This design comes from an exercise in tuning for small area on the open sky130 flow, not from production work. Where RTL was checked, it was by simulation tests only, not by an equivalence proof against the original. Only the layout flow was run in runs 1 to 3; the RTL was not checked for function there. Power and IR drop assume default switching activity.

==> design/flow/run.sh <==
#!/bin/bash
# synth_recipe.tcl (not shown) runs the flow's synth.tcl, then flattens the netlist and writes it again
# the make line also repeats each setting of config.mk as NAME=value (left out here)
make -C /OpenROAD-flow-scripts/flow DESIGN_CONFIG=/design/flow/config.mk WORK_HOME=/design/flow/orfs CLKGATE_MAP_FILE= SYNTH_SCRIPT=/design/flow/synth_recipe.tcl finish
==> design/flow/config.mk <==
export PLATFORM = sky130hd
export DESIGN_NAME = codec_fsm
export DESIGN_NICKNAME = codec_fsm
export VERILOG_FILES = /design/flow/design.v
export SDC_FILE = /design/flow/constraint.sdc
export NUM_CORES = 4
export LEC_CHECK = 0
export CAP_MARGIN = 20
export CORE_MARGIN = 2
export CORE_UTILIZATION = 40
export SLEW_MARGIN = 20
==> design/flow/constraint.sdc <==
create_clock -name core_clock -period 5.0 [get_ports {xclk_i}]
set_input_delay 1.0000 -clock core_clock [delete_from_list [all_inputs] [get_ports {xclk_i}]]
set_output_delay 1.0000 -clock core_clock [all_outputs]
set_load 0.01 [all_outputs]
==> design/flow/design.v <==
module codec_fsm #(
	parameter OVERSAMPLE 	= 250,
	parameter DATA_WIDTH 	= 32,
	parameter CHANNELS		= 2
)(
	input	wire 						xclk_i,
	input	wire						reset_n,
	input	wire	signed	[ 31:0 ] 	right_i,
	input	wire	signed	[ 31:0 ] 	left_i,
	output	wire	signed	[ 31:0 ]	right_o,
	output	wire	signed	[ 31:0 ]	left_o,
	output	wire						ready_o,
	output 	wire						bclk_o,
	output 	wire						daclrck_o,
	output	wire						dacdat_o,
	output	wire						adclrck_o,
	input	wire						adcdat_i
);
	reg			half;
	reg [ 6:0 ]	cnt;
	reg			adc_d;				 
	reg [ 31:0 ]	sh_left, sh_right;		 
	reg [ 31:0 ]	adc_left_reg, adc_right_reg;
	wire rst		= ~reset_n;
	wire end_half	= ( cnt == 7'd124 );
	wire in_reset	= ( cnt == 7'd127 );
	wire start		= ( half & end_half ) | in_reset;	 
	wire first64	= ~cnt[6];
	wire shift_l	= ~half & first64 & cnt[0];
	wire shift_r	= half & ~cnt[0] & ( first64 | ( cnt == 7'd64 ) );
	always @( posedge xclk_i ) begin
		adc_d <= adcdat_i;
		if( rst ) begin
			half	<= 1'b0;
			cnt		<= 7'd127;
		end
		else if( end_half ) begin
			half	<= ~half;
			cnt		<= 7'd0;
		end
		else begin
			cnt		<= cnt + 1'b1;
		end
	end
	always @( posedge xclk_i ) begin
		if( rst ) begin
			sh_left		<= 32'd0;
			sh_right	<= 32'd0;
		end
		else if( start ) begin
			sh_left		<= left_i;
			sh_right	<= right_i;
		end
		else begin
			if( shift_l ) sh_left	<= { sh_left[30:0], adc_d };
			if( shift_r ) sh_right	<= { sh_right[30:0], adc_d };
		end
	end
	always @( posedge xclk_i ) begin
		if( ~rst & start ) begin
			adc_left_reg	<= sh_left;
			adc_right_reg	<= sh_right;
		end
	end
	assign bclk_o		= cnt[0] ^ half;
	assign daclrck_o	= ~half;
	assign adclrck_o	= ~half;
	assign ready_o		= ~half & ( cnt == 7'd0 );
	assign dacdat_o		= half ? ( sh_right[31] & ( cnt < 7'd63 ) ) : ( sh_left[31] & first64 );
	assign left_o		= adc_left_reg;
	assign right_o		= adc_right_reg;
endmodule
==> results of run 1 <==
-- cell type report --
type | count | area (um^2)
antenna | 1 | 2.50
clock buffer | 19 | 453
clock inverter | 13 | 128
fill | 1193 | 6210
inverter | 4 | 15.0
multi-input combinational | 232 | 1970
sequential | 137 | 3380
tap | 180 | 225
timing repair buffer | 138 | 1390
-- cell families (layout without fill, tap and decap cells) --
family / count (synthesis) / count (layout)
fa+ha+maj: 3 / 3
flops: 137 / 137
compound gates: 110 / 110
xor+xnor: 5 / 5
other cells: 0 / 1
buf+inv: 39 / 174
mux: 30 / 30
simple gates: 84 / 84
-- worst max-delay path: cells and delay by family (launching register included) --
kind | cells | cell delay (ns)
AND/OR/NAND/NOR | 3 | 0.59
adder cells (fa/ha/maj) | 1 | 0.21
buffers and inverters | 2 | 0.68
flip-flops | 1 | 0.34
-- worst min-delay path by stage --
stage | start | end | cells past startpoint
after CTS | sh_left[20] | adc_left_reg[20] | 0
after global routing | sh_left[16] | adc_left_reg[16] | 0
after global placement | sh_left[11] | adc_left_reg[11] | 0
after floorplan | sh_left[10] | adc_left_reg[10] | 0
after detailed placement | sh_left[20] | adc_left_reg[20] | 0
final | sh_left[16] | adc_left_reg[16] | 0
-- cell usage after synthesis --
cell type   n
dfxtp_1    73
edfxtp_1   64
nand3_1    37
nand2_1    32
o211a_1    31
mux2i_1    30
a21boi_2   29
a22oi_2    29
clkbuf_1   13
buf_4       9
buf_6       6
o21ai_1     6
a21boi_1    5
a22oi_1     5
buf_8       4
buf_2       3
ha_1        3
inv_1       3
xnor2_1     3
a21oi_1     2
and2_1      2
nand3b_1    2
nor3_1      2
xor2_1      2
a21o_1      1
a31o_2      1
a31oi_2     1
and3_1      1
and3_4      1
and4_4      1
inv_2       1
nand2b_1    1
nand3_2     1
nor2_1      1
nor2b_1     1
nor3b_1     1
nor3b_2     1
-- power by group through the flow --
stage               combinational, mW  clock [mW]  sequential, mW
finish                          0.946        1.20            1.64
global route                     1.05        1.27            1.67
CTS                             0.947        1.23            1.64
detailed placement              0.942           0            1.66
global placement                0.930           0            1.65
floorplan                       0.697           0            1.65
-- per-layer routing --
metal	wire length, um	up-vias	track usage, %
met4	163	0	5.82
met2	4920	110	22.1
met1	5180	1616	20.3
met5	0	-	0
met3	933	13	5.76
li1	-	1779	-
==> metrics.md, run 1 <==
| Metric | Value |
|---|---|
| R2R setup slack | 2.29 ns |
| Slowest stage delay, CP | 0.56 ns |
| Layout Cells excl Fill | 724 |
| Hpwl dp | 6980 um |
| Worst-Skew Late Latency | around 0.40 ns |
| Critical path fanouts, max | 6 |
| Setup WS pre-CTS | approximately 2.1 ns |
| Post-synthesis cell type count | 37 |
| Post-Synth XOR/XNOR Area | 0.782% |
| Core Area | 13800 um^2 |
| Yosys top cell area share | 34.3% |
| Crit-path slowest cell | clkdlybuf4s50_1 |
| Worst path arrival time | 2.22 ns |
| Post-CTS Resized | 0 |
| Final Power | ~3.8 mW |
| Final setup vio count | 0 |
| Hold crit path type | flop to flop |
| Crit-path cells | inv_1 > ha_1 > nor3b_2 > nand2_1 > nor3_1 > clkdlybuf4s50_1 |
| Synth warn | 1 |
| Combinational Power Share | 25.0% |
| Critical Path RT | 4.00 ns |
| Worst hold margin | 0.454 ns |
| Initial Util | 40.7% |
| Largest net degree at the start of global routing | 95 |
| Switch Pwr | 1.08 mW |
| Slew @ Worst Pin | 0.990 ns |
| Post-Syn Area | 5600 um^2 |
| Most frequent cells in the layout | clkdlybuf4s50_1, dfxtp_1, edfxtp_1 |
| Most common cell after layout, fill and taps aside | clkdlybuf4s50_1 |
| Multiplexer share of the synthesized area | between 5 and 6% |
| Fin nets | 600 |
| Vias per inst | 4.86 |
| P&R area growth vs syn | 35.0% |
| Clk buf depth | 2 |
| Max cap viols | 0 |
| Area of placed instances | roughly 7000 um^2 |
| CTS H-tree lvls | 4 |
| Reg2reg end | adc_right_reg[9] |
| TritonRoute pass-1 iters | 4 |
| Sequential element share of the synthesized area | 60.4% |
| Sequential share of power | 43.3% |
| IO Pins | 136 |
| Vias in the first global route | about 3300 |
| Max-slew headroom | around a third |
| Die W | 122 um |
| Clock power frac | between 30% and 40% |
| RSZ-0062 raised after global routing | no |
| Final instance area | 7560 um^2 |
| FF-to-FF Start | cnt[0] |
| Final Hold Viols | 0 |
| Crit Path Category | flop to output port |
| Pwr Density | 500 nW/um^2 |
| Vias | 3518 |
| Synth Area in Compound Gates | between 20% and 30% |
| Util after Layout | 54.9% |
| Simple-gate share of the synthesized area | roughly 7.5% |
| TritonCTS clock tree | yes |
| All-Layer GR Usage | 15.1% |
| Clock sink count | 137 |
| # hold bufs at CTS | 0 |
| Switching part of the total | 28.5% |
| Initial antenna violation count | 0 |
| Final setup margin | around 1.8 ns |
| Clk slew on worst S/H paths | around 0.06 ns |
| Die footprint | 15000 um^2 |
| Setup TNS | 0 ns |
| DIE HEIGHT | about 120 um |
| Clock Skew | 0.00522 ns |
| Synthesized area per cell | 13.7 um^2 |
| Crit. End Element | output port |
| Avg WL per Cell | 15.5 um |
| Remaining antenna violation count after routing | 0 |
| Cell count after placement | 690 |
| Routed WL | between 10000 and 15000 um |
| # Post-CTS Setup Buffers | 0 |
| Leakage Power | 2.83 nW |
| Crit. Startpoint | cnt[0] |
| Global placer's final weighted congestion | around 0.76 |
| Pins Over Slew Limit | 0 |
| Top area cells in the synthesized netlist | edfxtp_1, dfxtp_1, a22oi_2, a21boi_2, o211a_1 |
| Root Driver | clkbuf_16 |
| Final Cycle Share | 64.5% |
| Largest family of logic cells by synthesized area | compound AO/OA/AOI/OAI gates |
| Gr ovfl total | 0 |
| # DRC | 0 |
| Iter 0 DRT Violations | 177 |
| Crit path launch type | flop |
| Synth Area in Adders | 0.670% |
| Row count | 43 |
| VDD IR max | 0.000185 V |
| Critical Path Sink | ready_o |
| Cell taking the most area after synthesis | edfxtp_1 |
| Int Pwr | 2.70 mW |
| Syn nets | ~480 |
| # port buffers | 135 |
| First-pass GRT wire length | ~17000 um |
| Shortest period the worst path allows | 3.22 ns |
| CTS Buf Count | 17 |
| Run status | timing/DRC/antenna clean |
| Path depth of the worst reg2reg path | 5 |
| Layout cell share with drive strength beyond 1 | 18.6% |
| Flops & latches, synth | 137 |
| Highest Clock Rate | 310 MHz |
| Mapped Cells | 408 |
==> inputs of run 2 (changes only) <==
==> design/flow/design.v (replaced) <==
module codec_fsm #(
	parameter OVERSAMPLE 	= 250,
	parameter DATA_WIDTH 	= 32,
	parameter CHANNELS		= 2
)(
	input	wire 						xclk_i,
	input	wire						reset_n,
	input	wire	signed	[ 31:0 ] 	right_i,
	input	wire	signed	[ 31:0 ] 	left_i,
	output	wire	signed	[ 31:0 ]	right_o,
	output	wire	signed	[ 31:0 ]	left_o,
	output	wire						ready_o,
	output 	wire						bclk_o,
	output 	wire						daclrck_o,
	output	wire						dacdat_o,
	output	wire						adclrck_o,
	input	wire						adcdat_i
);
	reg			seg;
	reg [ 6:0 ]	cnt;
	reg			in_rst;
	reg			adc_d;					 
	reg [ 31:0 ]	sh_left, sh_right;		 
	reg [ 31:0 ]	adc_left_reg, adc_right_reg;
	wire rst		= ~reset_n;
	wire seg_end	= &cnt;
	wire window		= cnt[6];
	wire start		= ~seg & ( cnt == 7'd63 );		 
	wire shift		= window & cnt[0];
	wire load		= reset_n & start;
	wire sl			= reset_n & ~seg & shift;
	wire sr			= reset_n & seg & shift;
	always @( posedge xclk_i ) begin
		adc_d	<= adcdat_i;
		in_rst	<= rst;
		if( rst ) begin
			seg		<= 1'b0;
			cnt		<= 7'd63;
		end
		else if( seg_end ) begin
			seg		<= ~seg;
			cnt		<= 7'd3;
		end
		else begin
			cnt		<= cnt + 1'b1;
		end
	end
	always @( posedge xclk_i ) begin
		if( rst | load | sl )
			sh_left		<= ( {32{load}} & left_i ) | ( {32{sl}} & { sh_left[30:0], adc_d } );
		if( rst | load | sr )
			sh_right	<= ( {32{load}} & right_i ) | ( {32{sr}} & { sh_right[30:0], adcdat_i } );
	end
	always @( posedge xclk_i ) begin
		if( load ) begin
			adc_left_reg	<= sh_left;
			adc_right_reg	<= sh_right;
		end
	end
	wire lrck = ( seg ^ cnt[6] ) | in_rst;
	assign bclk_o		= cnt[0] ^ seg;
	assign daclrck_o	= lrck;
	assign adclrck_o	= lrck;
	assign ready_o		= ~seg & ( cnt == 7'd64 );
	assign dacdat_o		= window & ( seg ? ( ~seg_end & ( cnt[0] ? sh_right[30] : sh_right[31] ) ) : sh_left[31] );
	assign left_o		= adc_left_reg;
	assign right_o		= adc_right_reg;
endmodule
==> design/flow/flow/run.sh (new file) <==
#!/bin/bash
# Standard ORFS layout with small port buffers and a clock tree built from
# small clock buffers without dummy balancing loads.
set -euo pipefail
export BUFFER_PORTS_ARGS="-buffer_cell sky130_fd_sc_hd__buf_1"
export CTS_ARGS="-sink_clustering_enable -repair_clock_nets -buf_list {sky130_fd_sc_hd__clkbuf_2 sky130_fd_sc_hd__clkbuf_4} -dont_use_dummy_load"
bash standard.sh > standard.log 2>&1
==> design/flow/standard.sh (new file) <==
#!/bin/bash
# synth_recipe.tcl (not shown) runs the flow's synth.tcl, then flattens the netlist and writes it again
# the make line also repeats each setting of config.mk as NAME=value (left out here)
make -C /OpenROAD-flow-scripts/flow DESIGN_CONFIG=/design/flow/config.mk WORK_HOME=/design/flow/orfs CLKGATE_MAP_FILE= SYNTH_SCRIPT=/design/flow/synth_recipe.tcl "${@:-finish}"
removed: design/flow/run.sh
==> metrics.md, run 2 <==
| Metric | Value |
|---|---|
| Leakage Power | 1.99 nW (-30%) |
| CTS Buf Count | 17 (unchanged) |
| Mapped Cells | 266 (-35%) |
| # diodes | 0 (-1) |
| Sequential element share of the synthesized area | 80.2% (+20 points) |
| Worst-Skew Late Latency | 0.52 ns (+0.12 ns) |
| Top-count cell post-synth | edfxtp_1 |
| Vias | 2881 (-18%) |
| Most common cell after layout, fill and taps aside | buf_1 |
| Most frequent cells in the layout | buf_1, edfxtp_1, a22o_1 |
| R2R setup slack | 2.46 ns (+0.17 ns) |
| Die footprint | 13500 um^2 (-9.7%) |
| P&R area growth vs syn | 15.5% |
| Post-Syn Area | 5040 um^2 (-10%) |
| Final setup vio count | 0 (unchanged) |
| Final Cycle Share | 56.4% (-8.0 points) |
| Cell taking the most area after synthesis | edfxtp_1 |
| TritonCTS clock tree | yes |
| # Post-CTS Setup Buffers | 0 (unchanged) |
| # fillers | 1135 (-4.9%) |
| Fin nets | 479 (-20%) |
| Core Area | 12500 um^2 (-9.5%) |
| Clk buf depth | 2 (unchanged) |
| CTS H-tree lvls | 4 (unchanged) |
| Crit-path slowest cell | dfxtp_1 |
| Pins Over Slew Limit | 0 (unchanged) |
| Gr ovfl total | 0 (unchanged) |
| Syn nets | 336 (-30%) |
| IO Pins | 136 (unchanged) |
| Worst path arrival time | 1.82 ns (-0.40 ns) |
| Post-synthesis cell type count | 32 (-14%) |
| Slowest stage delay, CP | 0.55 ns (about the same) |
| Row count | 41 (-4.7%) |
| Iter 0 DRT Violations | 299 (+69%) |
| # hold bufs at CTS | 0 (unchanged) |
| Initial antenna violation count | 0 (unchanged) |
| Slew @ Worst Pin | 0.703 ns (-0.287 ns) |
| Initial Util | 40.4% (-0.23 points) |
| First-pass GRT wire length | 14900 um (-13%) |
| Largest net degree at the start of global routing | 59 (-38%) |
| Max cap viols | 0 (unchanged) |
| Final Power | 2.94 mW (-22%) |
| Run status | timing/DRC/antenna clean |
| # DRC | 0 (unchanged) |
| Top FF cell, synth | edfxtp_1 |
| Remaining antenna violation count after routing | 0 (unchanged) |
| Commonest cells post-synth | edfxtp_1, a22o_1, dfxtp_1 |
| Top area cells in the synthesized netlist | edfxtp_1, a22o_1, dfxtp_1, buf_6, ha_1 |
| Critical path fanouts, max | 9 (+3) |
| Avg WL per Cell | 17.1 um (+10%) |
| Crit Path Category | flop to output port |
| Async S/R FF share, synth | 0% (unchanged) |
| EDFF count, synth | 128 (+100%) |
| Crit-path cells | ha_1 > a211oi_1 > a21o_1 > buf_1 |
| Post-CTS Resized | 0 (unchanged) |
| Hpwl dp | 6410 um (-8.1%) |
| Clk slew on worst S/H paths | 0.11 ns (+0.05 ns) |
| Vias per inst | 4.98 (+2.4%) |
| Vias in the first global route | 2804 (-16%) |
| Die W | 116 um (-5.0%) |
| RSZ-0062 raised after global routing | no |
| # port buffers | 135 (unchanged) |
| Max-slew headroom | 53.1% (+19 points) |
| Global placer's final weighted congestion | 0.805 (+6.5%) |
| Setup TNS | 0 ns (unchanged) |
| DIE HEIGHT | 116 um (-5.0%) |
| Crit. End Element | output port |
| Crit path launch type | flop |
| Flops & latches, synth | 138 (+0.73%) |
| Pwr Density | 505 nW/um^2 (+0.93%) |
| Layout cell share with drive strength beyond 1 | 6.88% (-12 points) |
| Clock sink count | 138 (+0.73%) |
| Critical Path RT | 4.00 ns (about the same) |
| Final setup margin | 2.18 ns (+0.402 ns) |
| Synth warn | 1 (unchanged) |
| Yosys top cell area share | 76.3% (+42 points) |
| Shortest period the worst path allows | 2.82 ns (-0.402 ns) |
| Highest Clock Rate | 355 MHz (+14%) |
| Clock Skew | 0.0277 ns (+0.0225 ns) |
| All-Layer GR Usage | 15.0% (-0.10 points) |
| Final Hold Viols | 0 (unchanged) |
| Synthesized area per cell | 18.9 um^2 (+38%) |
| VDD IR max | 0.000201 V (+8.2%) |
| Setup WS pre-CTS | 1.96 ns (-0.114 ns) |
| TritonRoute pass-1 iters | 6 (+2) |
| Util after Layout | 46.7% (-8.2 points) |
| Hold crit path type | flop to flop |
| Routed WL | 9890 um (-12%) |
| Root Driver | clkbuf_4 |
[run 2: layer usage]
layer  wire length, um  GRT usage (%)
met1              4360           19.8
met2              4130           19.9
met3              1220           8.77
met4               181           6.90
met5                 0              0
[run 2: power by group]
group / switching (mW) / internal, mW / total (mW)
registers: 0.176 / 1.74 / 1.91
clock network: 0.325 / 0.155 / 0.480
logic: 0.356 / 0.191 / 0.547
[run 2: path summary, 6_finish.rpt]
| kind | startpoint | endpoint | depth (start not counted) |
|---|---|---|---|
| setup / recovery | cnt[0] | dacdat_o | 4 |
| hold / removal | sh_right[11] | adc_right_reg[11] | 0 |
| setup reg to reg | cnt[0] | adc_right_reg[12] | 3 |
| hold reg to reg | sh_right[11] | adc_right_reg[11] | 0 |
[run 2: layout make-up]
cell class	count	area (um^2)	share of cell area, %
tap	172	215	3.70
inverter	3	11.3	0.193
sequential	138	4040	69.5
multi-input combinational	108	871	15.0
timing repair buffer	141	552	9.48
clock buffer	17	128	2.19
[run 2: logic make-up after synthesis]
| kind of cell | count (synthesis) | share of synthesized area [%] |
|---|---|---|
| simple gates | 26 | 3.00 |
| buf+inv | 20 | 2.63 |
| compound gates | 73 | 12.3 |
| mux | 2 | 0.397 |
| flops | 138 | 80.2 |
| fa+ha+maj | 3 | 0.745 |
| xor+xnor | 4 | 0.695 |
[run 2: worst max-delay path, delay by kind of cell, from the launching register on]
family          cells  cell delay, ns
flops               1            0.55
fa+ha+maj           1            0.35
compound gates      2            0.29
buf+inv             1            0.12
[run 2: through the flow]
step                cells  hold slack (ns)  instance area, um^2
global route          579            0.429                 5820
global placement      562            0.432                 5690
CTS                   579            0.426                 5820
detailed placement    562            0.434                 5690
finish                579            0.425                 5820
floorplan             266            0.426                 5040
==> inputs of run 3 (changes only) <==
==> design/flow/design.v (replaced) <==
module codec_fsm #(
	parameter OVERSAMPLE 	= 250,
	parameter DATA_WIDTH 	= 32,
	parameter CHANNELS		= 2
)(
	input	wire 						xclk_i,
	input	wire						reset_n,
	input	wire	signed	[ 31:0 ] 	right_i,
	input	wire	signed	[ 31:0 ] 	left_i,
	output	wire	signed	[ 31:0 ]	right_o,
	output	wire	signed	[ 31:0 ]	left_o,
	output	wire						ready_o,
	output 	wire						bclk_o,
	output 	wire						daclrck_o,
	output	wire						dacdat_o,
	output	wire						adclrck_o,
	input	wire						adcdat_i
);
	reg			half;
	reg [ 6:0 ]	cnt;
	reg			adc_d;				 
	reg [ 31:0 ]	sh_left, sh_right;		 
	reg [ 31:0 ]	adc_left_reg, adc_right_reg;
	reg			load_q, hold_q, sl_q, sr_q, hl_q, hr_q;
	wire rst		= ~reset_n;
	wire		end_half	= ( cnt == 7'd124 );
	wire		half_n		= ~rst & ( half ^ end_half );
	wire [ 6:0 ]	cnt_n		= rst ? 7'd127 : end_half ? 7'd0 : cnt + 1'b1;
	wire start_n	= ( half_n & ( cnt_n == 7'd124 ) ) | ( cnt_n == 7'd127 );
	wire sl_n		= ~half_n & ~cnt_n[6] & cnt_n[0];
	wire sr_n		= half_n & ~cnt_n[0] & ( ~cnt_n[6] | ( cnt_n == 7'd64 ) );
	always @( posedge xclk_i ) begin
		adc_d	<= adcdat_i;
		half	<= half_n;
		cnt		<= cnt_n;
		load_q	<= start_n;
		hold_q	<= ~start_n;
		sl_q	<= sl_n;
		sr_q	<= sr_n;
		hl_q	<= ~start_n & ~sl_n;
		hr_q	<= ~start_n & ~sr_n;
	end
	always @( posedge xclk_i ) begin
		sh_left		<= {32{reset_n}} & ( ( {32{load_q}} & left_i ) | ( {32{sl_q}} & { sh_left[30:0], adc_d } ) | ( {32{hl_q}} & sh_left ) );
		sh_right	<= {32{reset_n}} & ( ( {32{load_q}} & right_i ) | ( {32{sr_q}} & { sh_right[30:0], adc_d } ) | ( {32{hr_q}} & sh_right ) );
	end
	wire out_load	= reset_n & load_q;
	wire out_hold	= rst | hold_q;
	always @( posedge xclk_i ) begin
		adc_left_reg	<= ( {32{out_load}} & sh_left ) | ( {32{out_hold}} & adc_left_reg );
		adc_right_reg	<= ( {32{out_load}} & sh_right ) | ( {32{out_hold}} & adc_right_reg );
	end
	assign bclk_o		= cnt[0] ^ half;
	assign daclrck_o	= ~half;
	assign adclrck_o	= ~half;
	assign ready_o		= ~half & ( cnt == 7'd0 );
	assign dacdat_o		= half ? ( sh_right[31] & ( cnt < 7'd63 ) ) : ( sh_left[31] & ~cnt[6] );
	assign left_o		= adc_left_reg;
	assign right_o		= adc_right_reg;
endmodule
==> metrics.md, run 3 <==
| Metric | Value |
|---|---|
| Top area cells in the synthesized netlist | dfxtp_1, a222oi_1, a22o_1, nor2_1, clkbuf_1 |
| # hold bufs at CTS | 0 (unchanged) |
| Worst-Skew Late Latency | 0.53 ns (about the same) |
| Worst hold margin | 0.478 ns (+0.0529 ns) |
| P&R area growth vs syn | 13.5% |
| All-Layer GR Usage | 18.5% (+3.5 points) |
| First-pass GRT wire length | 18800 um (+26%) |
| Clock sink count | 143 (+3.6%) |
| Avg WL per Cell | 17.4 um (+2.1%) |
| Root Driver | clkbuf_4 |
| Die footprint | 13200 um^2 (-2.7%) |
| Highest Clock Rate | 369 MHz (+4.0%) |
| Layout cell share with drive strength beyond 1 | 7.14% (+0.26 points) |
| Post-Syn Area | 4900 um^2 (-2.8%) |
| Top FF cell, synth | dfxtp_1 |
| FF-to-FF Start | cnt[0] |
| Vias | 4036 (+40%) |
| Final instance area | 5560 um^2 (-4.4%) |
| Cell taking the most area after synthesis | dfxtp_1 |
| Syn nets | 504 (+50%) |
| Core Area | 12000 um^2 (-4.0%) |
| R2R setup slack | 2.81 ns (+0.35 ns) |
| Final Cycle Share | 54.2% (-2.2 points) |
| Final setup vio count | 0 (unchanged) |
| Crit path launch type | flop |
| Clk buf depth | 2 (unchanged) |
| # DRC | 0 (unchanged) |
| Routed WL | 12100 um (+22%) |
| Shortest period the worst path allows | 2.71 ns (-0.110 ns) |
| Final Hold Viols | 0 (unchanged) |
| Synth warn | 1 (unchanged) |
| Crit. End Element | output port |
| Die W | 115 um (-1.4%) |
| # Post-CTS Setup Buffers | 0 (unchanged) |
| Reg2reg end | hr_q |
| IO Pins | 136 (unchanged) |
| Initial Util | 41.0% (+0.53 points) |
| Hold EP | adc_right_reg[6] |
| # port buffers | 135 (unchanged) |
| TritonRoute pass-1 iters | 8 (+2) |
| Max-slew headroom | 53.4% (+0.30 points) |
| Worst path arrival time | 1.71 ns (-0.11 ns) |
| Post-synthesis cell type count | 42 (+31%) |
| Most common cell after layout, fill and taps aside | dfxtp_1 |
| EDFF count, synth | 0 (-100%) |
| Vias per inst | 5.82 (+17%) |
| Row count | 40 (-2.4%) |
| # diodes | 0 (unchanged) |
| Gr ovfl total | 0 (unchanged) |
| Hold crit path type | flop to flop |
| Critical path fanouts, max | 10 (+1) |
| Post-CTS Resized | 0 (unchanged) |
| Largest net degree at the start of global routing | 65 (+10%) |
| Global placer's final weighted congestion | 0.859 (+6.7%) |
| Fin nets | 617 (+29%) |
| Clk slew on worst S/H paths | 0.09 ns (-0.02 ns) |
| Pins Over Slew Limit | 0 (unchanged) |
| Slew @ Worst Pin | 0.699 ns (-0.00445 ns) |
| Min-delay src | adc_right_reg[6] |
| Setup TNS | 0 ns (unchanged) |
| Leakage Power | 2.07 nW (+4.1%) |
| Area of placed instances | 5430 um^2 (-4.6%) |
| Most frequent cells in the layout | dfxtp_1, buf_1, nor2_1 |
| Hpwl dp | 7670 um (+20%) |
| Clock Skew | 0.0413 ns (+0.0136 ns) |
| Run status | timing/DRC/antenna clean |
| Sequential element share of the synthesized area | 58.4% (-22 points) |
| TritonCTS clock tree | yes |
| Critical Path RT | 4.00 ns (about the same) |
| Crit Path Category | flop to output port |
| Flops & latches, synth | 143 (+3.6%) |
| Remaining antenna violation count after routing | 0 (unchanged) |
| Initial antenna violation count | 0 (unchanged) |
| Pwr Density | 544 nW/um^2 (+7.7%) |
| Iter 0 DRT Violations | 435 (+45%) |
| DIE HEIGHT | 115 um (-1.4%) |
| CTS Buf Count | 17 (unchanged) |
| Hold Path Depth | 1 (+1) |
| Vias in the first global route | 3699 (+32%) |
| # fillers | 1153 (+1.6%) |
| VDD IR max | 0.000259 V (+29%) |
| Commonest cells post-synth | dfxtp_1, nor2_1, a222oi_1, a22o_1, clkbuf_1 |
| Path depth of the worst reg2reg path | 6 (+3) |
| CTS H-tree lvls | 4 (unchanged) |
| Yosys top cell area share | 58.4% (-18 points) |
| Top-count cell post-synth | dfxtp_1 |
| RSZ-0062 raised after global routing | no |
| Async S/R FF share, synth | 0% (unchanged) |
| Max cap viols | 0 (unchanged) |
| Mapped Cells | 435 (+64%) |
| Synthesized area per cell | 11.3 um^2 (-41%) |
run 3: cell types whose count changed in the layout (fill, tap and decap cells not counted), sizes merged, moves of 3 or more:
cell and change:
edfxtp -128, o21ai +4, inv +3, a222oi +64, nor2b -3, dfxtp +133, nor2 +68
run 3: where the power goes:
group	total, mW	switching, mW	internal [mW]
clock network	0.493	0.338	0.155
logic	0.809	0.437	0.371
registers	1.72	0.277	1.44
run 3: cell families after synthesis:
group                    Yosys count  share of synthesized area [%]
adder cells (fa/ha/maj)            2                          0.511
flip-flops                       143                           58.4
AND/OR/NAND/NOR                   88                           8.12
multiplexers                       2                          0.460
XOR/XNOR                           5                          0.894
AO/OA/AOI/OAI                    144                           27.1
buffers and inverters             51                           4.47
run 3: worst max path at each step:
stage	start	to	slack, ns
after floorplan	reset_n	hr_q	2.84
after global routing	cnt[0]	ready_o	2.14
final	cnt[0]	ready_o	2.29
after detailed placement	reset_n	adc_left_reg[2]	2.21
after global placement	reset_n	adc_left_reg[25]	2.28
after CTS	cnt[0]	ready_o	2.24
run 3: per-layer routing:
| layer | up-vias | share of wire (%) | global-route usage, % |
|---|---|---|---|
| met5 | - | 0 | 0 |
| met4 | 0 | 1.8 | 7.40 |
| met1 | 1936 | 44 | 23.1 |
| met2 | 140 | 47 | 29.6 |
| li1 | 1942 | - | - |
| met3 | 18 | 7.2 | 5.88 |
run 3: final cells by class:
| type | count | area (um^2) | share of cell area (%) |
|---|---|---|---|
| flip-flops and latches | 143 | 2870 | 51.6 |
| multi-input cells | 241 | 1820 | 32.8 |
| repair buffers | 139 | 537 | 9.65 |
| well taps | 147 | 184 | 3.31 |
| clock buffers | 17 | 128 | 2.29 |
| inverters | 6 | 22.5 | 0.405 |
run 3: stage by stage:
step	worst slack [ns]	total power, mW	cells	utilization, %
6_report	2.29	3.02	693	46.5
5_1_grt	2.14	3.22	693	46.5
4_1_cts	2.24	3.05	693	46.5
3_5_place_dp	2.21	2.56	676	45.4
3_3_place_gp	2.28	2.54	676	45.4
2_1_floorplan	2.84	2.26	435	-
run 3: critical path, stage by stage (launching register included):
cell and delay, ns:
dfxtp_1 0.56, inv_1 0.11, ha_1 0.24, and4_1 0.16, buf_1 0.12
==> inputs of run 4 (changes only) <==
--- a/design/flow/design.v
+++ b/design/flow/design.v
@@ -21,7 +21,7 @@
 	reg			adc_d;				 
 	reg [ 31:0 ]	sh_left, sh_right;		 
 	reg [ 31:0 ]	adc_left_reg, adc_right_reg;
-	reg			load_q, hold_q, sl_q, sr_q, hl_q, hr_q;
+	reg			load_q, sl_q, sr_q, hl_q, hr_q;
 	wire rst		= ~reset_n;
 	wire		end_half	= ( cnt == 7'd124 );
 	wire		half_n		= ~rst & ( half ^ end_half );
@@ -34,7 +34,6 @@
 		half	<= half_n;
 		cnt		<= cnt_n;
 		load_q	<= start_n;
-		hold_q	<= ~start_n;
 		sl_q	<= sl_n;
 		sr_q	<= sr_n;
 		hl_q	<= ~start_n & ~sl_n;
@@ -44,11 +43,11 @@
 		sh_left		<= {32{reset_n}} & ( ( {32{load_q}} & left_i ) | ( {32{sl_q}} & { sh_left[30:0], adc_d } ) | ( {32{hl_q}} & sh_left ) );
 		sh_right	<= {32{reset_n}} & ( ( {32{load_q}} & right_i ) | ( {32{sr_q}} & { sh_right[30:0], adc_d } ) | ( {32{hr_q}} & sh_right ) );
 	end
-	wire out_load	= reset_n & load_q;
-	wire out_hold	= rst | hold_q;
 	always @( posedge xclk_i ) begin
-		adc_left_reg	<= ( {32{out_load}} & sh_left ) | ( {32{out_hold}} & adc_left_reg );
-		adc_right_reg	<= ( {32{out_load}} & sh_right ) | ( {32{out_hold}} & adc_right_reg );
+		if( reset_n & load_q ) begin
+			adc_left_reg	<= sh_left;
+			adc_right_reg	<= sh_right;
+		end
 	end
 	assign bclk_o		= cnt[0] ^ half;
 	assign daclrck_o	= ~half;
==> metrics.md, run 4 <==
| Metric | Value |
|---|---|
| Crit path launch type | primary input |
| All-Layer GR Usage | 16.2% (-2.3 points) |
| Largest family of logic cells by synthesized area | compound AO/OA/AOI/OAI gates |
| Commonest cells post-synth | dfxtp_1, nor2_1, a222oi_1, edfxtp_1, clkbuf_1 |
| DIE HEIGHT | 115 um (about the same) |
| Initial Util | 41.0% (about the same) |
| Cell taking the most area after synthesis | edfxtp_1 |
| # DRC | 0 (unchanged) |
| VDD IR max | 0.000218 V (-16%) |
| Pwr Density | 467 nW/um^2 (-14%) |
| # Post-CTS Setup Buffers | 0 (unchanged) |
| Vias in the first global route | 3261 (-12%) |
| Highest Clock Rate | 342 MHz (-7.3%) |
| Initial antenna violation count | 0 (unchanged) |
| Setup TNS | 0 ns (unchanged) |
| Fin nets | 549 (-11%) |
| Switching part of the total | 30.7% (-4.1 points) |
| Die footprint | 13200 um^2 (about the same) |
| Die W | 115 um (about the same) |
| Sequential element share of the synthesized area | 71.1% (+13 points) |
| Most frequent cells in the layout | buf_1, dfxtp_1, nor2_1 |
| Mapped Cells | 355 (-18%) |
| Clk slew on worst S/H paths | 0.11 ns (+0.02 ns) |
| RSZ-0062 raised after global routing | no |
| Leakage Power | 1.90 nW (-8.2%) |
| Row count | 40 (unchanged) |
| Routed WL | 10600 um (-12%) |
| TritonRoute pass-1 iters | 9 (+1) |
| Switch Pwr | 806 uW (-23%) |
| Simple-gate share of the synthesized area | 7.84% (-0.28 points) |
| EDFF count, synth | 64 (+64) |
| Layout cell share with drive strength beyond 1 | 7.53% (+0.39 points) |
| TritonCTS clock tree | yes |
| Iter 0 DRT Violations | 402 (-7.6%) |
| Async S/R FF share, synth | 0% (unchanged) |
| IO Pins | 136 (unchanged) |
| Avg WL per Cell | 17.0 um (-2.4%) |
| Synth warn | 1 (unchanged) |
| Worst hold margin | 0.453 ns (-0.0255 ns) |
| Clock power frac | 18.1% (+1.8 points) |
| Max cap viols | 0 (unchanged) |
| Post-CTS Resized | 0 (unchanged) |
| # hold bufs at CTS | 0 (unchanged) |
| Top-count cell post-synth | dfxtp_1 |
| Yosys top cell area share | 39.2% (-19 points) |
| Slew @ Worst Pin | 1.08 ns (+0.381 ns) |
| Worst path arrival time | 3.28 ns (+1.57 ns) |
| Remaining antenna violation count after routing | 0 (unchanged) |
| Syn nets | 424 (-16%) |
| Root Driver | clkbuf_4 |
| Sequential share of power | 62.5% (+5.6 points) |
| Final Cycle Share | 58.5% (+4.3 points) |
| First-pass GRT wire length | 16300 um (-13%) |
| Final Hold Viols | 0 (unchanged) |
| Synth Area in Compound Gates | 16.1% (-11 points) |
| Clk buf depth | 2 (unchanged) |
| Post-synthesis cell type count | 35 (-17%) |
| Combinational Power Share | 19.4% (-7.3 points) |
| Multiplexer share of the synthesized area | 0.460% (about the same) |
| Vias | 3477 (-14%) |
| Global placer's final weighted congestion | 0.820 (-4.5%) |
| Synth Area in Adders | 0.511% (about the same) |
| Shortest period the worst path allows | 2.92 ns (+0.213 ns) |
| Synthesized area per cell | 13.8 um^2 (+23%) |
| Worst-Skew Late Latency | 0.49 ns (-0.04 ns) |
| Critical path fanouts, max | 67 (+57) |
| Crit. End Element | flop |
| Pins Over Slew Limit | 0 (unchanged) |
| Crit Path Category | primary input to flop |
| Core Area | 12000 um^2 (unchanged) |
| Clock Skew | 0.0216 ns (-0.0197 ns) |
| CTS H-tree lvls | 4 (unchanged) |
| Most common cell after layout, fill and taps aside | buf_1 |
| Top FF cell, synth | dfxtp_1 |
| Max-slew headroom | 28.0% (-25 points) |
| Critical Path RT | 5.36 ns (+1.36 ns) |
| P&R area growth vs syn | 14.5% |
| Hold crit path type | flop to flop |
| Gr ovfl total | 0 (unchanged) |
| CTS Buf Count | 17 (unchanged) |
| Post-Syn Area | 4900 um^2 (about the same) |
| Post-Synth XOR/XNOR Area | 0.894% (about the same) |
| Int Pwr | 1.82 mW (-7.8%) |
| Run status | timing/DRC/antenna clean |
| Top area cells in the synthesized netlist | edfxtp_1, dfxtp_1, a222oi_1, nor2_1, clkbuf_1 |
| Vias per inst | 5.56 (-4.5%) |
| Hpwl dp | 7030 um (-8.4%) |
| Largest net degree at the start of global routing | 68 (+4.6%) |
| Flops & latches, synth | 142 (-0.70%) |
| # diodes | 0 (unchanged) |
| Clock sink count | 142 (-0.70%) |
| # port buffers | 135 (unchanged) |
| Final setup vio count | 0 (unchanged) |
-- run 4: cell count changes after synthesis, sizes merged, moves of 3 or more --
cell	delta
a22o	-64
buf	-3
clkbuf	-11
dfxtp	-65
edfxtp	+64
-- run 4: cell type report --
| cell class | instances | area, um^2 |
|---|---|---|
| Fill cell | 1094 | 6350 |
| Sequential cell | 142 | 3490 |
| Multi-Input combinational cell | 176 | 1270 |
| Timing Repair Buffer | 137 | 522 |
| Tap cell | 147 | 184 |
| Clock buffer | 17 | 128 |
| Inverter | 6 | 23.8 |
-- run 4: metal layers --
metal	GRT usage, %	share of wire (%)	up-vias
met4	5.46	1.2	0
met1	20.9	43	1670
met5	0	0	-
met2	25.8	50	139
met3	5.13	6.2	10
li1	-	-	1658
-- run 4: kinds of logic after synthesis --
kind of cell,Yosys count
compound gates,80
fa+ha+maj,2
xor+xnor,5
flops,142
buf+inv,37
simple gates,87
mux,2
-- run 4: per-stage QoR --
step	std cells	power, mW	utilization (%)	cell area [um^2]	setup slack [ns]
floorplan	355	2.00	-	4900	1.89
global placement	608	2.15	45.8	5480	2.04
detailed placement	608	2.18	45.8	5480	1.97
global route	625	2.77	46.9	5610	1.91
finish	625	2.62	46.9	5610	2.08
CTS	625	2.64	46.9	5610	2.24
-- run 4: worst paths after layout --
check	slack, ns	cells past startpoint	end	from
setup / recovery	2.08	6	hr_q	reset_n
hold / removal	0.45	0	adc_left_reg[5]	sh_left[5]
setup reg to reg	2.54	3	adc_right_reg[27]	load_q
hold reg to reg	0.45	0	adc_left_reg[5]	sh_left[5]
-- run 4: power groups by stage --
stage	Combinational, mW	Sequential (mW)	Clock (mW)
6_report	0.508	1.64	0.474
5_1_grt	0.560	1.67	0.544
4_1_cts	0.514	1.64	0.494
3_5_place_dp	0.512	1.66	0
3_3_place_gp	0.497	1.66	0
2_1_floorplan	0.394	1.61	0
-- run 4: critical path: stages --
cell,delay (ns)
buf_1,0.41
clkinv_2,0.88
nor2_1,0.44
nand4_1,0.15
a311oi_2,0.32
nor2_1,0.08
==> inputs of run 5 (changes only) <==
--- a/design/flow/design.v
+++ b/design/flow/design.v
@@ -21,33 +21,36 @@
 	reg			adc_d;				 
 	reg [ 31:0 ]	sh_left, sh_right;		 
 	reg [ 31:0 ]	adc_left_reg, adc_right_reg;
-	reg			load_q, sl_q, sr_q, hl_q, hr_q;
+	reg			load_q, hold_q, sl_q, sr_q, hl_q, hr_q;
 	wire rst		= ~reset_n;
 	wire		end_half	= ( cnt == 7'd124 );
 	wire		half_n		= ~rst & ( half ^ end_half );
 	wire [ 6:0 ]	cnt_n		= rst ? 7'd127 : end_half ? 7'd0 : cnt + 1'b1;
-	wire start_n	= ( half_n & ( cnt_n == 7'd124 ) ) | ( cnt_n == 7'd127 );
-	wire sl_n		= ~half_n & ~cnt_n[6] & cnt_n[0];
-	wire sr_n		= half_n & ~cnt_n[0] & ( ~cnt_n[6] | ( cnt_n == 7'd64 ) );
 	always @( posedge xclk_i ) begin
 		adc_d	<= adcdat_i;
 		half	<= half_n;
 		cnt		<= cnt_n;
-		load_q	<= start_n;
+	end
+	wire load_n		= rst | ( half & ( cnt == 7'd123 ) );
+	wire sl_n		= reset_n & ~half & ~cnt[6] & ~cnt[0];
+	wire sr_n		= reset_n & ( half ? ( ~cnt[6] & cnt[0] ) : end_half );
+	always @( posedge xclk_i ) begin
+		load_q	<= load_n;
+		hold_q	<= ~load_n;
 		sl_q	<= sl_n;
 		sr_q	<= sr_n;
-		hl_q	<= ~start_n & ~sl_n;
-		hr_q	<= ~start_n & ~sr_n;
+		hl_q	<= ~load_n & ~sl_n;
+		hr_q	<= ~load_n & ~sr_n;
 	end
 	always @( posedge xclk_i ) begin
 		sh_left		<= {32{reset_n}} & ( ( {32{load_q}} & left_i ) | ( {32{sl_q}} & { sh_left[30:0], adc_d } ) | ( {32{hl_q}} & sh_left ) );
 		sh_right	<= {32{reset_n}} & ( ( {32{load_q}} & right_i ) | ( {32{sr_q}} & { sh_right[30:0], adc_d } ) | ( {32{hr_q}} & sh_right ) );
 	end
+	wire out_load	= reset_n & load_q;
+	wire out_hold	= rst | hold_q;
 	always @( posedge xclk_i ) begin
-		if( reset_n & load_q ) begin
-			adc_left_reg	<= sh_left;
-			adc_right_reg	<= sh_right;
-		end
+		adc_left_reg	<= ( {32{out_load}} & sh_left ) | ( {32{out_hold}} & adc_left_reg );
+		adc_right_reg	<= ( {32{out_load}} & sh_right ) | ( {32{out_hold}} & adc_right_reg );
 	end
 	assign bclk_o		= cnt[0] ^ half;
 	assign daclrck_o	= ~half;
==> metrics.md, run 5 <==
| Metric | Value |
|---|---|
| Run status | timing/DRC/antenna clean |
| Synth warn | 1 (unchanged) |
| Sequential element share of the synthesized area | 59.4% (-12 points) |
| Row count | 40 (unchanged) |
| TritonCTS clock tree | yes |
| Routing usage on met3 | 7.60% (+2.5 points) |
| Gr ovfl total | 0 (unchanged) |
| # port buffers | 135 (unchanged) |
| Worst-Skew Late Latency | 0.55 ns (+0.06 ns) |
| # DRC | 0 (unchanged) |
| Commonest cells post-synth | dfxtp_1, nor2_1, a222oi_1, a22o_1, clkbuf_1 |
| Pwr Density | 389 nW/um^2 (-17%) |
| Layout cell share with drive strength beyond 1 | 5.94% (-1.6 points) |
| Initial Util | 40.5% (-0.49 points) |
| TritonRoute pass-1 iters | 10 (+1) |
| FF-to-FF Start | cnt[0] |
| Routed WL | 11800 um (+11%) |
| Most common cell after layout, fill and taps aside | dfxtp_1 |
| Top area cells in the synthesized netlist | dfxtp_1, a222oi_1, a22o_1, nor2_1, buf_2 |
| Yosys top cell area share | 59.4% (+20 points) |
| EDFF count, synth | 0 (-100%) |
| Highest Clock Rate | 363 MHz (+6.3%) |
| P&R area growth vs syn | 13.6% |
| Setup TNS | 0 ns (unchanged) |
| M2 GR Usage | 27.5% (+1.7 points) |
| Crit-path cells | nand4_1 > o211ai_1 > a21oi_1 > buf_1 |
| Crit Path Category | flop to output port |
| Critical path fanouts, max | 7 (-90%) |
| Root Driver | clkbuf_4 |
| Most frequent cells in the layout | dfxtp_1, buf_1, nor2_1 |
| Hold Path Depth | 1 (+1) |
| Cell taking the most area after synthesis | dfxtp_1 |
| Top FF cell, synth | dfxtp_1 |
| Synthesized area per cell | 11.2 um^2 (-19%) |
| Crit path launch type | flop |
| Reg2reg end | hr_q |
| Max-slew headroom | 35.7% (+7.7 points) |
| Post-Syn Area | 4820 um^2 (-1.6%) |
| DIE HEIGHT | 114 um (-0.78%) |
| Setup WS pre-CTS | 2.10 ns (+0.129 ns) |
| Path depth of the worst reg2reg path | 4 (+1) |
| RSZ-0062 raised after global routing | no |
| Hpwl dp | 7470 um (+6.3%) |
| Die footprint | 12900 um^2 (-1.6%) |
| # diodes | 0 (unchanged) |
| Clock Skew | 0.0297 ns (+0.00809 ns) |
| Crit-path leading delay family | flip-flops |
| Remaining antenna violation count after routing | 0 (unchanged) |
| Shortest period the worst path allows | 2.75 ns (-0.173 ns) |
| Async S/R FF share, synth | 0% (unchanged) |
| Flops & latches, synth | 143 (+0.70%) |
| Die W | 114 um (-0.78%) |
| Crit. End Element | output port |
| Global placer's final weighted congestion | 0.807 (-1.6%) |
| Iter 0 DRT Violations | 540 (+34%) |
| Post-synthesis cell type count | 32 (-8.6%) |
| First-pass GRT wire length | 18400 um (+13%) |
| # hold bufs at CTS | 0 (unchanged) |
| GR Util met1 | 22.9% (+2.0 points) |
| Crit-path slowest cell | dfxtp_1 |
| Vias in the first global route | 3705 (+14%) |
| VDD IR max | 0.000174 V (-20%) |
| Most used routing layer | met2 |
| All-Layer GR Usage | 18.0% (+1.9 points) |
| CTS Buf Count | 17 (unchanged) |
| Min-delay src | adc_right_reg[12] |
| Final setup margin | 2.25 ns (+0.173 ns) |
| Syn nets | 498 (+17%) |
| IO Pins | 136 (unchanged) |
| Largest net degree at the start of global routing | 67 (-1.5%) |
| Worst path arrival time | 1.75 ns (-1.53 ns) |
| Vias | 4018 (+16%) |
| Hold EP | adc_right_reg[12] |
| Core Area | 11900 um^2 (-0.42%) |
| Slowest stage delay, CP | 0.57 ns (-0.31 ns) |
| Clk slew on worst S/H paths | 0.11 ns (about the same) |
| Mapped Cells | 429 (+21%) |
| Hold crit path type | flop to flop |
| Max cap viols | 0 (unchanged) |
| Fin nets | 610 (+11%) |
| Initial antenna violation count | 0 (unchanged) |
| Final Hold Viols | 0 (unchanged) |
| Clk buf depth | 2 (unchanged) |
| Post-CTS Resized | 0 (unchanged) |
| R2R setup slack | 3.29 ns (+0.75 ns) |
| CTS H-tree lvls | 4 (unchanged) |
| Final setup vio count | 0 (unchanged) |
| Final Cycle Share | 55.0% (-3.5 points) |
| Clock sink count | 143 (+0.70%) |
| Avg WL per Cell | 17.2 um (+0.82%) |
| Buffers & Inverters on Critical Path | 1 (-1) |
| Slew @ Worst Pin | 0.963 ns (-0.116 ns) |
| Critical Path RT | 4.00 ns (-1.36 ns) |
| # Post-CTS Setup Buffers | 0 (unchanged) |
| Pins Over Slew Limit | 0 (unchanged) |
| Leakage Power | 2.10 nW (+11%) |
| Top-count cell post-synth | dfxtp_1 |
| Vias per inst | 5.86 (+5.3%) |
==> run 5: layout make-up <==
cell class | count | area [um^2]
fillers | 1171 | 6430
flip-flops and latches | 143 | 2870
multi-input cells | 235 | 1740
repair buffers | 138 | 529
well taps | 147 | 184
clock buffers | 17 | 128
inverters | 6 | 23.8
==> run 5: kinds of logic after synthesis <==
logic type,after synthesis,synth area share [%]
AND/OR/NAND/NOR,86,7.65
AO/OA/AOI/OAI,143,27.2
flip-flops,143,59.4
XOR/XNOR,4,0.727
buffers and inverters,51,4.54
adder cells (fa/ha/maj),2,0.519
==> run 5: per-stage QoR <==
stage	hold slack (ns)	std cells	area, um^2	util [%]	power [mW]
after floorplan	0.462	429	4820	-	1.56
after global placement	0.460	669	5340	44.9	1.65
after detailed placement	0.463	669	5340	44.9	1.67
after CTS	0.485	686	5470	45.9	2.15
after global routing	0.498	686	5480	46.0	2.24
final	0.484	686	5480	46.0	2.13
==> run 5: layer usage <==
metal / share of wire, % / vias to the layer above
li1: - / 1902
met1: 44 / 1905
met2: 45 / 196
met3: 10 / 15
met4: 1.5 / 0
met5: 0 / -
==> run 5: where the power goes <==
group          total [mW]  leakage [nW]  switching, mW  internal (mW)
clock network       0.488        0.0782          0.333          0.155
logic               0.289         0.841          0.158          0.131
registers            1.35          1.18          0.110           1.24
==> run 5: worst max-delay path by stage <==
stage            start           endpoint  depth (start not counted)
2_1_floorplan   cnt[0]            ready_o                          4
4_1_cts         cnt[2]           dacdat_o                          4
5_1_grt         cnt[2]           dacdat_o                          4
6_report        cnt[2]           dacdat_o                          4
3_5_place_dp   reset_n   adc_left_reg[24]                          4
3_3_place_gp   reset_n  adc_right_reg[15]                          4
==> inputs of run 6 (changes only) <==
==> design/flow/design.v (replaced) <==
module codec_fsm #(
	parameter OVERSAMPLE 	= 250,
	parameter DATA_WIDTH 	= 32,
	parameter CHANNELS		= 2
)(
	input	wire 						xclk_i,
	input	wire						reset_n,
	input	wire	signed	[ 31:0 ] 	right_i,
	input	wire	signed	[ 31:0 ] 	left_i,
	output	wire	signed	[ 31:0 ]	right_o,
	output	wire	signed	[ 31:0 ]	left_o,
	output	wire						ready_o,
	output 	wire						bclk_o,
	output 	wire						daclrck_o,
	output	wire						dacdat_o,
	output	wire						adclrck_o,
	input	wire						adcdat_i
);
	reg			half;
	reg [ 6:0 ]	cnt;
	reg			adc_d;				 
	reg [ 63:0 ]	sh;					 
	reg [ 31:0 ]	adc_left_reg, adc_right_reg;
	reg			load_q, hold_q, sh_q, hd_q;
	reg			in_rst;				 
	wire rst		= ~reset_n;
	wire		end_half	= ( cnt == 7'd124 );
	wire		half_n		= ~rst & ( half ^ end_half );
	wire [ 6:0 ]	cnt_n		= rst ? 7'd127 : end_half ? 7'd0 : cnt + 1'b1;
	always @( posedge xclk_i ) begin
		adc_d	<= adcdat_i;
		half	<= half_n;
		cnt		<= cnt_n;
	end
	wire load_n		= rst | ( half & ( cnt == 7'd123 ) );
	wire sh_n		= reset_n & ~cnt[6] & ~cnt[0];
	always @( posedge xclk_i ) begin
		in_rst	<= rst;
		load_q	<= load_n;
		hold_q	<= ~load_n;
		sh_q	<= sh_n;
		hd_q	<= ~load_n & ~sh_n;
	end
	wire adc_in = half ? adcdat_i : adc_d;
	always @( posedge xclk_i ) begin
		sh <= ( {64{load_q}} & { left_i, right_i } ) | ( {64{sh_q}} & { sh[62:0], adc_in } ) | ( {64{hd_q}} & sh );
	end
	wire out_load	= reset_n & load_q & ~in_rst;
	wire out_hold	= rst | hold_q;
	always @( posedge xclk_i ) begin
		adc_left_reg	<= ( {32{out_load}} & sh[63:32] ) | ( {32{out_hold}} & adc_left_reg );
		adc_right_reg	<= ( {32{out_load}} & sh[31:0] ) | ( {32{out_hold}} & adc_right_reg );
	end
	assign dacdat_o		= ~cnt[6] & ( ( half & cnt[0] ) ? ( sh[62] & ~( cnt == 7'd63 ) ) : sh[63] );
	assign bclk_o		= cnt[0] ^ half;
	assign daclrck_o	= ~half;
	assign adclrck_o	= ~half;
	assign ready_o		= ~half & ( cnt == 7'd0 );
	assign left_o		= adc_left_reg;
	assign right_o		= adc_right_reg;
endmodule
==> metrics.md, run 6 <==
| Metric | Value |
|---|---|
| Run status | timing/DRC/antenna clean |
| DIE HEIGHT | 113 um (-0.45%) |
| Die W | 113 um (-0.45%) |
| CTS H-tree lvls | 4 (unchanged) |
| Initial antenna violation count | 1 (+1) |
| Worst path arrival time | 1.97 ns (+0.22 ns) |
| Gr ovfl total | 0 (unchanged) |
| RSZ-0062 raised after global routing | no |
| CTS Buf Count | 17 (unchanged) |
| Routed WL | 11100 um (-5.6%) |
| Syn nets | 489 (-1.8%) |
| # fillers | 1118 (-4.5%) |
| TritonRoute pass-1 iters | 13 (+3) |
| Commonest cells post-synth | dfxtp_1, inv_1, a222oi_1, a22o_1, buf_2 |
| Final setup vio count | 0 (unchanged) |
| Leakage Power | 2.38 nW (+13%) |
| First-pass GRT wire length | 17700 um (-3.7%) |
| Top area cells in the synthesized netlist | dfxtp_1, a222oi_1, a22o_1, inv_1, buf_2 |
| P&R area growth vs syn | 14.3% |
| TritonCTS clock tree | yes |
| Flops & latches, synth | 142 (-0.70%) |
| Core Area | 11500 um^2 (-3.3%) |
| Post-synthesis cell type count | 30 (-6.3%) |
| Number of flip-flops in the largest register | 64 |
| IO Pins | 136 (unchanged) |
| Hpwl dp | 7140 um (-4.5%) |
| Int Pwr | 1.63 mW (+6.8%) |
| Crit Path Category | flop to output port |
| Largest net degree at the start of global routing | 65 (-3.0%) |
| Initial Util | 41.5% (+1.0 points) |
| Worst-Skew Late Latency | 0.52 ns (-0.03 ns) |
| Layout cell share with drive strength beyond 1 | 5.76% (-0.17 points) |
| Crit path launch type | flop |
| Top-count cell post-synth | dfxtp_1 |
| Global placer's final weighted congestion | 0.811 (+0.51%) |
| VDD IR max | 0.000160 V (-8.2%) |
| Shortest period the worst path allows | 2.97 ns (+0.220 ns) |
| Clk slew on worst S/H paths | 0.10 ns (about the same) |
| Yosys top cell area share | 59.5% (+0.14 points) |
| All-Layer GR Usage | 17.6% (-0.47 points) |
| Max-slew headroom | 32.0% (-3.7 points) |
| Final Power | 2.30 mW (+7.9%) |
| Post-Syn Area | 4780 um^2 (-0.93%) |
| Critical Path RT | 4.00 ns (about the same) |
| Vias per inst | 5.62 (-4.0%) |
| Synth warn | 1 (unchanged) |
| Row count | 39 (-2.5%) |
| Vias in the first global route | 3532 (-4.7%) |
| Iter 0 DRT Violations | 479 (-11%) |
| # hold bufs at CTS | 0 (unchanged) |
| Async S/R FF share, synth | 0% (unchanged) |
| # DRC | 0 (unchanged) |
| Clock sink count | 142 (-0.70%) |
| Switching part of the total | 28.9% (+0.73 points) |
| Clock power frac | 21.0% (-1.9 points) |
| Sequential share of power | 62.9% (-0.6 points) |
| Most frequent cells in the layout | dfxtp_1, buf_1, inv_1 |
| Vias | 3834 (-4.6%) |
| Root Driver | clkbuf_4 |
| Slew @ Worst Pin | 1.02 ns (+0.0543 ns) |
| Post-CTS Resized | 0 (unchanged) |
| Mapped Cells | 419 (-2.3%) |
| Cell taking the most area after synthesis | dfxtp_1 |
| Fin nets | 610 (unchanged) |
| Pwr Density | 421 nW/um^2 (+8.2%) |
| Synthesized area per cell | 11.4 um^2 (+1.4%) |
| Max cap viols | 0 (unchanged) |
| Die footprint | 12800 um^2 (-0.90%) |
| Clk buf depth | 2 (unchanged) |
| Clock Skew | 0.0294 ns (-0.000329 ns) |
| # port buffers | 135 (unchanged) |
| Avg WL per Cell | 16.3 um (-5.0%) |
| Critical path fanouts, max | 7 (unchanged) |
| Switch Pwr | 665 uW (+11%) |
| Pins Over Slew Limit | 0 (unchanged) |
| # Post-CTS Setup Buffers | 0 (unchanged) |
| Remaining antenna violation count after routing | 0 (unchanged) |
| Setup TNS | 0 ns (unchanged) |
| Hold crit path type | flop to flop |
| Crit. End Element | output port |
| EDFF count, synth | 0 (unchanged) |
| Final Hold Viols | 0 (unchanged) |
| Final Cycle Share | 59.4% (+4.4 points) |
| Top FF cell, synth | dfxtp_1 |
| Combinational Power Share | 16.1% (+2.5 points) |
| Highest Clock Rate | 337 MHz (-7.4%) |
| Sequential element share of the synthesized area | 59.5% (+0.14 points) |
| Most common cell after layout, fill and taps aside | dfxtp_1 |
[run 6: per-stage QoR]
step / instance area [um^2] / hold WS (ns) / utilization (%) / setup slack [ns] / cells
detailed placement: 5330 / 0.463 / 46.3 / 1.81 / 664
global placement: 5330 / 0.460 / 46.3 / 1.89 / 664
global route: 5460 / 0.500 / 47.4 / 1.84 / 682
floorplan: 4780 / 0.462 / - / 2.75 / 419
CTS: 5460 / 0.473 / 47.4 / 1.93 / 681
finish: 5460 / 0.472 / 47.4 / 2.03 / 682
[run 6: layout make-up]
type	count	area [um^2]	share of cell area, %
timing repair buffer	140	544	9.97
tap	143	179	3.28
sequential	142	2850	52.1
clock buffer	17	128	2.34
multi-input combinational	169	1500	27.4
inverter	70	263	4.81
antenna	1	2.50	0.0458
[run 6: cells by family (layout without fill, tap and decap cells)]
group,after synthesis,after routing,share of synthesized area (%)
AO/OA/AOI/OAI,139,139,26.7
XOR/XNOR,3,3,0.550
adder cells (fa/ha/maj),3,3,0.786
buffers and inverters,108,227,9.17
flip-flops,142,142,59.5
multiplexers,3,3,0.655
other,0,1,0
AND/OR/NAND/NOR,21,21,2.62
[run 6: path summary, 6_finish.rpt]
path              cells after the start  slack, ns                 to  startpoint
setup / recovery                      5       2.03            ready_o      cnt[0]
hold / removal                        1       0.47   adc_right_reg[7]       sh[7]
setup reg to reg                      4       3.12  adc_right_reg[21]      load_q
hold reg to reg                       1       0.47   adc_right_reg[7]       sh[7]
[run 6: power by group through the flow]
stage	logic, mW	clock network [mW]	registers (mW)
finish	0.371	0.482	1.45
global route	0.416	0.557	1.47
CTS	0.375	0.510	1.44
detailed placement	0.374	0	1.47
global placement	0.364	0	1.46
floorplan	0.252	0	1.45
[run 6: metal layers]
| metal | vias to the layer above | wire (um) | GRT usage [%] |
|---|---|---|---|
| met1 | 1839 | 5090 | 23.9 |
| met4 | 0 | 244 | 8.54 |
| met3 | 16 | 766 | 5.30 |
| met5 | - | 0 | 0 |
| met2 | 152 | 5020 | 25.4 |
| li1 | 1827 | - | - |
[run 6: worst max-delay path, cell delays in order (launching register included)]
cell,delay (ns)
dfxtp_1,0.39
inv_1,0.09
ha_1,0.19
or4b_1,0.45
nor4_2,0.16
buf_1,0.18
==> inputs of run 7 (changes only) <==
--- a/design/flow/design.v
+++ b/design/flow/design.v
@@ -22,7 +22,6 @@
 	reg [ 63:0 ]	sh;					 
 	reg [ 31:0 ]	adc_left_reg, adc_right_reg;
 	reg			load_q, hold_q, sh_q, hd_q;
-	reg			in_rst;				 
 	wire rst		= ~reset_n;
 	wire		end_half	= ( cnt == 7'd124 );
 	wire		half_n		= ~rst & ( half ^ end_half );
@@ -35,7 +34,6 @@
 	wire load_n		= rst | ( half & ( cnt == 7'd123 ) );
 	wire sh_n		= reset_n & ~cnt[6] & ~cnt[0];
 	always @( posedge xclk_i ) begin
-		in_rst	<= rst;
 		load_q	<= load_n;
 		hold_q	<= ~load_n;
 		sh_q	<= sh_n;
@@ -45,7 +43,7 @@
 	always @( posedge xclk_i ) begin
 		sh <= ( {64{load_q}} & { left_i, right_i } ) | ( {64{sh_q}} & { sh[62:0], adc_in } ) | ( {64{hd_q}} & sh );
 	end
-	wire out_load	= reset_n & load_q & ~in_rst;
+	wire out_load	= reset_n & load_q & half;
 	wire out_hold	= rst | hold_q;
 	always @( posedge xclk_i ) begin
 		adc_left_reg	<= ( {32{out_load}} & sh[63:32] ) | ( {32{out_hold}} & adc_left_reg );
==> metrics.md, run 7 <==
| Metric | Value |
|---|---|
| Final instance area | 5430 um^2 (-0.53%) |
| Critical Path RT | 4.00 ns (about the same) |
| Largest net degree at the start of global routing | 65 (unchanged) |
| Pins Over Slew Limit | 0 (unchanged) |
| Crit path launch type | flop |
| Routed WL | 11100 um (about the same) |
| Syn nets | 487 (-0.41%) |
| # Post-CTS Setup Buffers | 0 (unchanged) |
| RSZ-0062 raised after global routing | no |
| Die W | 113 um (-0.26%) |
| Crit Path Category | flop to output port |
| Final Power | 2.11 mW (-8.4%) |
| Max-slew headroom | 28.7% (-3.2 points) |
| IO Pins | 136 (unchanged) |
| EDFF count, synth | 0 (unchanged) |
| Cell taking the most area after synthesis | dfxtp_1 |
| Initial Util | 41.3% (-0.23 points) |
| Root Driver | clkbuf_4 |
| Worst-Skew Late Latency | 0.51 ns (about the same) |
| Clock Skew | 0.0383 ns (+0.00896 ns) |
| Top area cells in the synthesized netlist | dfxtp_1, a222oi_1, a22o_1, inv_1, buf_2 |
| Shortest period the worst path allows | 2.94 ns (-0.0322 ns) |
| Max cap viols | 0 (unchanged) |
| All-Layer GR Usage | 17.8% (+0.30 points) |
| Vias in the first global route | 3637 (+3.0%) |
| Layout cell share with drive strength beyond 1 | 5.79% (+0.032 points) |
| Core Area | 11500 um^2 (unchanged) |
| # port buffers | 135 (unchanged) |
| Clk slew on worst S/H paths | 0.11 ns (about the same) |
| Hpwl dp | 7250 um (+1.5%) |
| Top FF cell, synth | dfxtp_1 |
| Slew @ Worst Pin | 1.07 ns (+0.0511 ns) |
| Die footprint | 12800 um^2 (-0.53%) |
| Commonest cells post-synth | dfxtp_1, inv_1, a222oi_1, a22o_1, buf_2 |
| Critical path fanouts, max | 6 (-1) |
| Cell count after placement | 661 (-0.45%) |
| Leakage Power | 2.33 nW (-2.3%) |
| Iter 0 DRT Violations | 623 (+30%) |
| Sequential element share of the synthesized area | 59.4% (-0.092 points) |
| Remaining antenna violation count after routing | 0 (unchanged) |
| Post-synthesis cell type count | 29 (-3.3%) |
| Area of placed instances | 5300 um^2 (-0.54%) |
| Gr ovfl total | 0 (unchanged) |
| Run status | timing/DRC/antenna clean |
| Number of flip-flops in the largest register | 64 (unchanged) |
| # hold bufs at CTS | 0 (unchanged) |
| P&R area growth vs syn | 14.4% (about the same) |
| Fin nets | 607 (-0.49%) |
| Vias per inst | 5.63 (+0.21%) |
| # fillers | 1123 (+0.45%) |
| Setup WS pre-CTS | 1.95 ns (+0.136 ns) |
| Final setup vio count | 0 (unchanged) |
| CTS Buf Count | 17 (unchanged) |
| Most frequent cells in the layout | dfxtp_1, buf_1, inv_1 |
| # DRC | 0 (unchanged) |
| Most common cell after layout, fill and taps aside | dfxtp_1 |
| Final setup margin | 2.06 ns (+0.0322 ns) |
| Hold crit path type | flop to flop |
| VDD IR max | 0.000135 V (-16%) |
| Setup TNS | 0 ns (unchanged) |
| Flops & latches, synth | 141 (-0.70%) |
| Pwr Density | 387 nW/um^2 (-7.9%) |
| TritonRoute pass-1 iters | 23 (+10) |
| Top-count cell post-synth | dfxtp_1 |
| Layout Cells excl Fill | 679 (-0.44%) |
| Avg WL per Cell | 16.4 um (+0.36%) |
| Mapped Cells | 417 (-0.48%) |
| Crit. End Element | output port |
| Final Cycle Share | 58.8% (-0.64 points) |
| Final Hold Viols | 0 (unchanged) |
| DIE HEIGHT | 113 um (-0.26%) |
| Clock sink count | 141 (-0.70%) |
| Post-CTS Resized | 0 (unchanged) |
| Initial antenna violation count | 1 (unchanged) |
| Yosys top cell area share | 59.4% (-0.092 points) |
| Highest Clock Rate | 340 MHz (+1.1%) |
| Async S/R FF share, synth | 0% (unchanged) |
| TritonCTS clock tree | yes |
| Synth warn | 1 (unchanged) |
| Row count | 39 (unchanged) |
| Post-Syn Area | 4750 um^2 (-0.55%) |
| Global placer's final weighted congestion | 0.746 (-8.1%) |
| Vias | 3825 (-0.23%) |
| Worst path arrival time | 1.94 ns (-0.03 ns) |
| Synthesized area per cell | 11.4 um^2 (about the same) |
| CTS H-tree lvls | 4 (unchanged) |
| First-pass GRT wire length | 18200 um (+3.2%) |
| Clk buf depth | 2 (unchanged) |
[run 7: area by class of cell]
cell class	instances	area, um^2	share of cell area, %
clock buffer	17	128	2.35
timing repair buffer	140	544	10.0
sequential	141	2830	52.0
multi-input combinational	168	1490	27.5
tap	143	179	3.29
inverter	69	259	4.77
antenna	1	2.50	0.0461
[run 7: logic make-up after synthesis]
kind of cell | after synthesis | synth area share, %
AO/OA/AOI/OAI | 139 | 26.9
multiplexers | 3 | 0.658
XOR/XNOR | 3 | 0.553
buffers and inverters | 108 | 9.22
AND/OR/NAND/NOR | 20 | 2.50
flip-flops | 141 | 59.4
adder cells (fa/ha/maj) | 3 | 0.790
[run 7: path summary, 6_finish.rpt]
path,from,to,slack [ns],cells past startpoint
setup / recovery,cnt[0],ready_o,2.06,5
hold / removal,adc_right_reg[0],adc_right_reg[0],0.48,1
hold reg to reg,adc_right_reg[0],adc_right_reg[0],0.48,1
setup reg to reg,half,adc_right_reg[24],3.06,3
[run 7: metal layers]
| layer | track usage [%] | routed length, um |
|---|---|---|
| met1 | 23.0 | 5040 |
| met2 | 27.9 | 5070 |
| met3 | 5.95 | 816 |
| met4 | 6.75 | 180 |
| met5 | 0 | 0 |
[run 7: critical path, stage by stage, from the launching register on]
cell     delay (ns)
dfxtp_1        0.38
inv_1          0.08
ha_1           0.18
or4b_4         0.47
nor4_2         0.15
buf_1          0.18
[run 7: power breakdown]
part | internal [mW] | total [mW] | switching, mW
sequential | 1.25 | 1.36 | 0.114
clock | 0.156 | 0.476 | 0.321
combinational | 0.124 | 0.268 | 0.144
total | 1.53 | 2.11 | 0.579
[run 7: per-stage QoR]
stage | util, % | hold slack [ns]
after floorplan | - | 0.458
after global placement | 46.0 | 0.461
final | 47.2 | 0.484
after global routing | 47.2 | 0.503
after detailed placement | 46.0 | 0.465
after CTS | 47.2 | 0.485

-- what the ideal ports hide --
The results above use ideal ports. As a check the final layouts listed here were re-extracted and re-timed, cells and wires unchanged. Step 1 sets driving cells, clkbuf_16 on the clock port and buf_2 on the other inputs (assumed; they add their load-dependent delay and slew). Step 2 adds t to the input delays and takes it off the output delays; t is the mean of the earliest and latest rising clock arrival at the registers after step 1. Input paths then give back, and output paths get back, about the clock's delay inside the block. Three values: ideal ports, drivers, drivers and shift; two values: the first two.
| run | t (ns) | slack for setup (ns) | clock arrival spread, ns | worst slew at a driven data input, ns |
|---|---|---|---|---|
| run 1 | 0.441 | 1.777 / 1.740 / 2.088 | 0.007 / 0.007 | 0.08 |
| run 2 | 0.536 | 2.179 / 2.149 / 1.989 | 0.033 / 0.033 | 0.06 |
| run 3 | 0.548 | 2.289 / 2.254 / 2.192 | 0.046 / 0.045 | 0.05 |
| run 4 | 0.510 | 2.076 / 2.081 / 1.571 | 0.025 / 0.024 | 0.05 |
| run 5 | 0.565 | 2.248 / 2.216 / 2.134 | 0.030 / 0.030 | 0.06 |
| run 6 | 0.542 | 2.029 / 1.999 / 1.828 | 0.036 / 0.035 | 0.06 |
| run 7 | 0.524 | 2.061 / 2.030 / 1.963 | 0.038 / 0.038 | 0.06 |
After both steps every run listed still meets setup and hold. The setup slack of run 4, which loses most, moves by +0.005 ns with the drivers and by -0.505 ns with both steps.
